This design comes from an exercise in tuning for small area, a short achievable clock period and few clock cycles on the open sky130 flow, not from production work.
Function was checked by simulation only, so behaviour that the tests miss may differ from the original.

==> flow/design.v (excerpt) <==
module Two_D_Conv_with_S_and_P #(parameter Width = 16 )(
  input  [Width-1:0] A_in,
  input  [Width-1:0] B_in,
  input  RST, CLK,
  input  [5:0] N1, M1, S1, P1, O1,
  output reg [Width-1:0] FINAL_OUT,
  output reg Done
);
==> flow/config.mk <==
export PLATFORM = sky130hd
export DESIGN_NAME = Two_D_Conv_with_S_and_P
export DESIGN_NICKNAME = Two_D_Conv_with_S_and_P
export VERILOG_FILES = /design/flow/design.v
export SDC_FILE = /design/flow/constraint.sdc
export NUM_CORES = 8
export LEC_CHECK = 0
export CAP_MARGIN = 20
export CORE_MARGIN = 2
export CORE_UTILIZATION = 70
export CTS_CLUSTER_DIAMETER = 120
export CTS_CLUSTER_SIZE = 20
export SLEW_MARGIN = 20
==> flow/constraint.sdc <==
create_clock -name core_clock -period 15.0 [get_ports {CLK}]
set_input_delay 3.0000 -clock core_clock [delete_from_list [all_inputs] [get_ports {CLK}]]
set_output_delay 3.0000 -clock core_clock [all_outputs]
set_load 0.01 [all_outputs]
standard.sh (not shown) runs the stock make flow with config.mk's settings and CLKGATE_MAP_FILE= SYNTH_SCRIPT=/design/flow/synth_recipe.tcl, a recipe that flattens the netlist after the stock synthesis.
==> flow/flow/run.sh <==
#!/bin/bash
# Layout flow: the standard ORFS flow, with timing repair asked to leave
# setup slack beyond what the 15 ns clock needs (the clock, constraints and
# every other step stay as the standard flow has them).
set -euo pipefail
bash standard.sh SETUP_SLACK_MARGIN=11 finish > flow_make.log 2>&1
The baseline produced a clean layout.
Testbench counts at the start, summed over its fixed seeds: cycles 52,448.
Edit:
--- a/flow/design.v
+++ b/flow/design.v
@@ -99,27 +99,22 @@
     end
   endfunction
   reg [2:0] cN, cM, cS, cO;
   reg [1:0] cP;
   always @(posedge CLK) begin
     cN <= N1[2:0];
     cM <= M1[2:0];
     cS <= S1[2:0];
     cP <= P1[1:0];
     cO <= O1[2:0];
   end
-  wire m6 = (cM == 3'd6);
-  wire m7 = (cM == 3'd7);
-  wire [2:0] N7 = (cN == 3'd7) ? 3'd0 : cN;    
-  wire [2:0] S7 = (cS == 3'd7) ? 3'd0 : cS;    
-  wire [2:0] M7 = m7 ? 3'd0 : cM;              
   reg [2:0] tm7;
   wire [2:0] tm7_n = (tm7 == 3'd6) ? 3'd0 : tm7 + 3'd1;
   always @(posedge CLK or posedge RST)
     if (RST) tm7 <= 3'd6; else tm7 <= tm7_n;
   reg        go;                
   reg [2:0]  ar, ac;            
   reg        adone;             
   reg [2:0]  kr, kc;            
   reg        kdone;
   wire       awr = go & ~adone;
   wire       kwr = go & ~kdone;
@@ -190,37 +185,36 @@
     reg signed [5:0] c, nn;
     begin
       nn = {3'b000, n};
       for (q = 0; q < 5; q = q + 1) begin
         c = x + q;
         lanemask[q] = (q < m) && (c >= 0) && (c < nn);
       end
     end
   endfunction
   reg [2:0] kN7, kS7, kM7, kP7, kP1;
   reg signed [4:0] k_top0;        
-  reg [2:0] kOm1, kNm1;           
+  reg [2:0] kOm1;                 
   reg k_m6, k_m7;
   reg signed [4:0] k_bot0;        
   reg signed [4:0] k_n5;          
   always @(posedge CLK) begin
     k_bot0 <= sM - 5'sd1 - sP;
     k_n5  <= sN - 5'sd5;
     kN7   <= (cN == 3'd7) ? 3'd0 : cN;
     kS7   <= (cS == 3'd7) ? 3'd0 : cS;
     kM7   <= (cM == 3'd7) ? 3'd0 : cM;
     kP7   <= {1'b0, cP};
     kP1   <= (cP == 2'd0) ? 3'd6 : {1'b0, cP} - 3'd1;
     k_top0 <= -sP;
     kOm1  <= cO - 3'd1;
-    kNm1  <= cN - 3'd1;
     k_m6  <= (cM == 3'd6);
     k_m7  <= (cM == 3'd7);
   end
   reg [2:0] k_bN0, k_kM0;         
   reg [2:0] k_last0;              
   reg [4:0] k_lm0;                
   reg       k_lms0;               
   always @(posedge CLK) begin
     k_bN0 <= add7((cP == 2'd0) ? 3'd6 : {1'b0, cP} - 3'd1,
                   mul7({1'b0, cP}, (cN == 3'd7) ? 3'd0 : cN));
     k_kM0 <= sub7(3'd6, mul7({1'b0, cP}, (cM == 3'd7) ? 3'd0 : cM));
Outcome: Worst setup slack gets better by 0.026 ns. Fmax is higher by 0.62%. Clock-buffer cell count is lower by 1. Global-route usage hardly moves. Via count is lower by 0.44%.
Testbench counts after the change, summed over its fixed seeds: cycles 52,448.

==> afterwards: timing with drivers on the ports <==
In the flow no input, the clock included, has a driving cell. The finished layouts below were timed again as built, in two steps.
Step 1 assumes that a clkbuf_16 drives the clock port and a buf_2 every other input.
Step 2, shift: input delay + t, output delay - t, t = (earliest + latest rising clock arrival at the registers) / 2. This alone moves slack from input paths to output paths.
Three values: ideal ports, drivers, drivers and shift; two values: the first two.
run	t (ns)	slack for setup (ns)	hold WS [ns]	worst data-port slew with drivers (ns)	cell pins on the clock port's net
the first run	0.799	10.803 / 10.730 / 10.526	0.318 / 0.318 / 0.318	0.13	1
the second run	0.804	10.829 / 10.750 / 10.456	0.325 / 0.325 / 0.325	0.12	1
After both steps every run listed still meets setup and hold. For the second run, which loses most, drivers alone change the setup slack by -0.079 ns; drivers and shift together by -0.373 ns.
